What follows belongs to an exercise in optimizing a design on an open flow for small area, a short achievable clock period and few clock cycles; a production flow would make more cautious choices. In this exercise RTL edits were held to simulation tests only and were not proved equivalent to the original. Power figures rest on the tool's default switching activity, not on a simulated workload.

Setup of 06-27:
==> flow/design.v (excerpt) <==
module datapath (
    input wire clk,
    input wire rst,
    input wire load_Mem,
    input wire [16-1:0] user_inst_write,
    input wire [12-1:0] user_inst_addr,
    input wire user_inst_wen,
    input wire ap_start, resume,
    output wire [16*6-1:0] rf_out,
    output wire [16*12-1:0] mem_out,
    output wire ap_start_debug,
    output wire halt
);
    localparam [3:0] OP_HALT = 4'h0, OP_INC = 4'h1, OP_JMP = 4'h2, OP_JNE = 4'h3,
                     OP_JE = 4'h4, OP_ADD = 4'h5, OP_SUB = 4'h6, OP_XOR = 4'h7,
                     OP_CMP = 4'h8, OP_MOV0 = 4'h9, OP_MOV1 = 4'hA, OP_MOV2 = 4'hB,
                     OP_MOV3 = 4'hC, OP_MOV4 = 4'hD, OP_SADD = 4'hE, OP_NOP = 4'hF;
    localparam [15:0] BUBBLE = 16'hF000;
    reg started, halted, flag;
    reg [6:0] pc;           
    reg [15:0] id;
    reg id_pend;            
    reg [6:0] id_alt_pc;    
    reg [15:0] ir;
    reg ir_pend;
    reg [6:0] ir_alt_pc;
    reg [5:0] sel_n, sel_m;    
    reg [15:0] ld_lo;          
    reg [7:0] ld_hi;           
    reg [6:0] ld_a;            
    reg [15:0] r0, r1, r2, r3, r4, r5;
    reg started_o, halted_o;
    assign ap_start_debug = started_o;
    assign halt = halted_o;
    assign rf_out = {r5, r4, r3, r2, r1, r0};
    wire [3:0] xop = ir[15:12];
    wire [5:0] xm = ir[5:0];
    wire [15:0] a = ({16{sel_n[0]}} & r0) | ({16{sel_n[1]}} & r1) | ({16{sel_n[2]}} & r2) |
                    ({16{sel_n[3]}} & r3) | ({16{sel_n[4]}} & r4) | ({16{sel_n[5]}} & r5);
    wire [15:0] b = ({16{sel_m[0]}} & r0) | ({16{sel_m[1]}} & r1) | ({16{sel_m[2]}} & r2) |
                    ({16{sel_m[3]}} & r3) | ({16{sel_m[4]}} & r4) | ({16{sel_m[5]}} & r5);
    function [15:0] pfx_add(input [15:0] x, input [15:0] y, input ci);
        reg [4:0] s0, s1;
        reg c;
        integer k;
        begin
            c = ci;
            for (k = 0; k < 4; k = k + 1) begin
                s0 = {1'b0, x[k*4 +: 4]} + {1'b0, y[k*4 +: 4]};
                s1 = {1'b0, x[k*4 +: 4]} + {1'b0, y[k*4 +: 4]} + 5'd1;
                pfx_add[k*4 +: 4] = c ? s1[3:0] : s0[3:0];
  ...
For scale: ~7,300 cells after synthesis, ~2,300 flip-flops, roughly 320 I/O pins.
Settings: LEC_CHECK=0, CAP_MARGIN=20, CORE_MARGIN=2, CORE_UTILIZATION=26, CTS_BUF_LIST=sky130_fd_sc_hd__clkbuf_4 sky130_fd_sc_hd__clkbuf_8, PLACE_DENSITY=0.45, SETUP_SLACK_MARGIN=4.0, SLEW_MARGIN=20, TNS_END_PERCENT=5; clock period 8.0 ns.
standard.sh (not shown) runs the stock make flow with config.mk's settings and CLKGATE_MAP_FILE= SYNTH_SCRIPT=/design/flow/synth_recipe.tcl, a recipe that flattens the netlist after the stock synthesis.
==> flow/flow/run.sh <==
#!/bin/bash
# The standard layout (standard.sh), with one change: the buffers that
# buffer_ports puts on every input and output port are buf_4 cells instead of
# the default choice (a slow delay buffer). Each tool's output goes to its own log.
set -euo pipefail
bash standard.sh synth > synth.log 2>&1
bash standard.sh "BUFFER_PORTS_ARGS=-buffer_cell sky130_fd_sc_hd__buf_4" finish > layout.log 2>&1
In 06-27 the implementation completed, yet the final layout does not meet the checks, the culprit being antenna violations.
Testbench counts of 06-27, summed over its fixed seeds: cycles 28,899.
Edits applied to the flow inputs when going from 06-27 to 06-10:
==> flow/run.sh (new file) <==
#!/bin/bash
# synth_recipe.tcl (not shown) runs the flow's synth.tcl, then flattens the netlist and writes it again
# the make line also repeats each setting of config.mk as NAME=value (left out here)
make -C /OpenROAD-flow-scripts/flow DESIGN_CONFIG=/design/flow/config.mk WORK_HOME=/design/flow/orfs CLKGATE_MAP_FILE= SYNTH_SCRIPT=/design/flow/synth_recipe.tcl finish
diff --git a/flow/config.mk b/flow/config.mk
--- a/flow/config.mk
+++ b/flow/config.mk
@@ -12,3 +12,3 @@
 export PLACE_DENSITY = 0.45
-export SETUP_SLACK_MARGIN = 4.0
+export SETUP_SLACK_MARGIN = 5.0
 export SLEW_MARGIN = 20
removed: flow/flow/run.sh
removed: flow/standard.sh
Results
In the flow results for 06-10 and 06-27, the worst hold slack is smaller on 06-10. Maximum frequency, 06-10 and 06-27: smaller value in 06-27. Total of cells resized after clock tree synthesis: 06-10 > 06-27. Between 06-10 and 06-27, it is 06-10 whose post-place setup slack is lower, by 0.37 ns. Measured against each other, 06-10 and 06-27 differ in setup slack, the lower figure coming from 06-27. Going from 06-27 to 06-10, the combinational fraction of design power was found to have gone up by 3.2 points. When 06-10 is set beside 06-27, its fill cell total of the finished layout turns out to be 1.2% smaller. 06-10 reached the final stage; the timing, design-rule and antenna checks on its layout passed. Compare 06-10 and 06-27 | number of setup buffers added after CTS lower: 06-27. Overall routed net length: 06-10 > 06-27.

Starting RTL as in the previous note.
Design datapath, start of the top module:
module datapath (
    input wire clk,
    input wire rst,
    input wire load_Mem,
    input wire [16-1:0] user_inst_write,
    input wire [12-1:0] user_inst_addr,
    input wire user_inst_wen,
    input wire ap_start, resume,
    output wire [16*6-1:0] rf_out,
    output wire [16*12-1:0] mem_out,
    output wire ap_start_debug,
    output wire halt
);
    localparam [3:0] OP_HALT = 4'h0, OP_INC = 4'h1, OP_JMP = 4'h2, OP_JNE = 4'h3,
                     OP_JE = 4'h4, OP_ADD = 4'h5, OP_SUB = 4'h6, OP_XOR = 4'h7,
                     OP_CMP = 4'h8, OP_MOV0 = 4'h9, OP_MOV1 = 4'hA, OP_MOV2 = 4'hB,
                     OP_MOV3 = 4'hC, OP_MOV4 = 4'hD, OP_SADD = 4'hE, OP_NOP = 4'hF;
    localparam [15:0] BUBBLE = 16'hF000;
    reg started, halted, flag;
    reg [6:0] pc;           
    reg [15:0] id;
    reg id_pend;            
    reg [6:0] id_alt_pc;    
    reg [15:0] ir;
    reg ir_pend;
    reg [6:0] ir_alt_pc;
    reg [5:0] sel_n, sel_m;    
    reg [15:0] ld_lo;          
    reg [7:0] ld_hi;           
    reg [6:0] ld_a;            
    reg [15:0] r0, r1, r2, r3, r4, r5;
    reg started_o, halted_o;
    assign ap_start_debug = started_o;
    assign halt = halted_o;
    assign rf_out = {r5, r4, r3, r2, r1, r0};
    wire [3:0] xop = ir[15:12];
    wire [5:0] xm = ir[5:0];
    wire [15:0] a = ({16{sel_n[0]}} & r0) | ({16{sel_n[1]}} & r1) | ({16{sel_n[2]}} & r2) |
                    ({16{sel_n[3]}} & r3) | ({16{sel_n[4]}} & r4) | ({16{sel_n[5]}} & r5);
    wire [15:0] b = ({16{sel_m[0]}} & r0) | ({16{sel_m[1]}} & r1) | ({16{sel_m[2]}} & r2) |
  ...
make LEC_CHECK=0 CAP_MARGIN=20 CORE_MARGIN=2 CORE_UTILIZATION=26 CTS_BUF_LIST='sky130_fd_sc_hd__clkbuf_4 sky130_fd_sc_hd__clkbuf_8' PLACE_DENSITY=0.45 SETUP_SLACK_MARGIN=4.5 SLEW_MARGIN=20 TNS_END_PERCENT=5 finish   # period 8.0 ns
run.sh (not shown) runs the stock make flow with config.mk's settings and CLKGATE_MAP_FILE= SYNTH_SCRIPT=/design/flow/synth_recipe.tcl, a recipe that flattens the netlist after the stock synthesis.
Stock flow here: none of the scripts above is used.
The baseline completed with no timing, DRC or antenna violations.
Testbench counts at the start, summed over its fixed seeds: cycles 28,899.
Edit:
==> flow/flow/run.sh (new file) <==
#!/bin/bash
# The standard layout (standard.sh), with two changes:
#  - the buffers that buffer_ports puts on every input and output port are buf_4
#    cells instead of the default choice (a slow delay buffer);
#  - timing repair may resize a cell to any drive strength, not only to cells of
#    the same footprint (MATCH_CELL_FOOTPRINT=0);
#  - antenna repair may take up to 15 rounds after global and detailed routing.
# Synthesis is the standard one. Each tool's output goes to its own log.
set -euo pipefail
bash standard.sh synth > synth.log 2>&1
bash standard.sh "BUFFER_PORTS_ARGS=-buffer_cell sky130_fd_sc_hd__buf_4" MATCH_CELL_FOOTPRINT=0 MAX_REPAIR_ANTENNAS_ITER_GRT=15 MAX_REPAIR_ANTENNAS_ITER_DRT=15 finish > layout.log 2>&1
==> flow/standard.sh (new file) <==
#!/bin/bash
# synth_recipe.tcl (not shown) runs the flow's synth.tcl, then flattens the netlist and writes it again
# the make line also repeats each setting of config.mk as NAME=value (left out here)
make -C /OpenROAD-flow-scripts/flow DESIGN_CONFIG=/design/flow/config.mk WORK_HOME=/design/flow/orfs CLKGATE_MAP_FILE= SYNTH_SCRIPT=/design/flow/synth_recipe.tcl "${@:-finish}"
SETUP_SLACK_MARGIN = 4.0   (was 4.5)
removed: flow/run.sh
Result: The new run produced a clean layout. Clock-buffer cell count climbs by 5. Design area is lower by a few percent. Worst setup slack is worse by 280 ps. Area after synthesis is unchanged. First-iteration DRC count drops slightly. Via count fell slightly. Non-clock buffer count drops by 173. Routed wire length goes down slightly. Clock power hardly moves. Worst hold slack is better by 14 ps. Power went down by a few percent.
Edit:
==> flow/flow/run.sh (replaced) <==
#!/bin/bash
# The standard layout (standard.sh), with two changes:
#  - the buffers that buffer_ports puts on every input and output port are buf_4
#    cells instead of the default choice (a slow delay buffer);
#  - antenna repair may take up to 15 rounds after global and detailed routing.
# Synthesis is the standard one. Each tool's output goes to its own log.
set -euo pipefail
bash standard.sh synth > synth.log 2>&1
bash standard.sh "BUFFER_PORTS_ARGS=-buffer_cell sky130_fd_sc_hd__buf_4" MAX_REPAIR_ANTENNAS_ITER_GRT=15 MAX_REPAIR_ANTENNAS_ITER_DRT=15 finish > layout.log 2>&1
SETUP_SLACK_MARGIN = 4.5   (was 4.0)
After rerunning: The changed run produced a clean layout; design area stays flat; maximum frequency grows by 2.0%; via count shrinks by 0.62%; sequential power is about the same; cell count hardly moves; power stays flat; clock-buffer cell count grows by 5; die area is unchanged; worst setup slack gets better by 97 ps; hold slack barely changes.
Edit:
==> flow/run.sh (new file) <==
#!/bin/bash
# synth_recipe.tcl (not shown) runs the flow's synth.tcl, then flattens the netlist and writes it again
# the make line also repeats each setting of config.mk as NAME=value (left out here)
make -C /OpenROAD-flow-scripts/flow DESIGN_CONFIG=/design/flow/config.mk WORK_HOME=/design/flow/orfs CLKGATE_MAP_FILE= SYNTH_SCRIPT=/design/flow/synth_recipe.tcl finish
SETUP_SLACK_MARGIN = 4.0   (was 4.5)
removed: flow/flow/run.sh
removed: flow/standard.sh
Outcome:
- sequential share of layout area shrinks by 0.21 points
- global-route usage shrinks by 0.32 points
- non-clock buffer count shrinks by 25
- final area grows by about 0.37%
- worst hold slack gets worse by 28 ps
- wire length shrinks by about 1%
- maximum frequency hardly moves

-- separate check: timing with driven ports --
The results above use ideal ports. As a check the final layouts listed here were re-extracted and re-timed, cells and wires unchanged. Step 1 (the two cells are an assumption about what drives the block):
set clk [get_ports {clk}]
set_driving_cell -lib_cell sky130_fd_sc_hd__clkbuf_16 $clk
set_driving_cell -lib_cell sky130_fd_sc_hd__buf_2 [delete_from_list [all_inputs] $clk]
Step 2 also shifts input and output timing later by t, the mid clock arrival at the registers, as if the neighbouring blocks saw the same clock. Slacks: ideal / step 1 / step 2; pairs: ideal / step 1.
| run | shift t [ns] | setup WS [ns] | hold slack, ns | cell pins on the clock port's net |
|---|---|---|---|---|
| 06-27 | 1.200 | 3.265 / 3.265 / 2.569 | 0.433 / 0.433 / 0.433 | 1 |
| 06-10 | 1.233 | 3.406 / 3.406 / 2.189 | 0.412 / 0.412 / 0.412 | 1 |
| the first run of note 2 | 1.248 | 3.350 / 3.350 / 2.298 | 0.407 / 0.407 / 0.407 | 1 |
| the second run of note 2 | 1.212 | 3.075 / 3.075 / 2.429 | 0.420 / 0.420 / 0.420 | 1 |
| the third run of note 2 | 1.240 | 3.172 / 3.172 / 2.445 | 0.419 / 0.419 / 0.419 | 1 |
| the fourth run of note 2 | 1.240 | 3.179 / 3.179 / 2.256 | 0.391 / 0.391 / 0.391 | 1 |
The setup slack of 06-10, which loses most, moves by 0.000 ns with the drivers and by -1.217 ns with both steps.
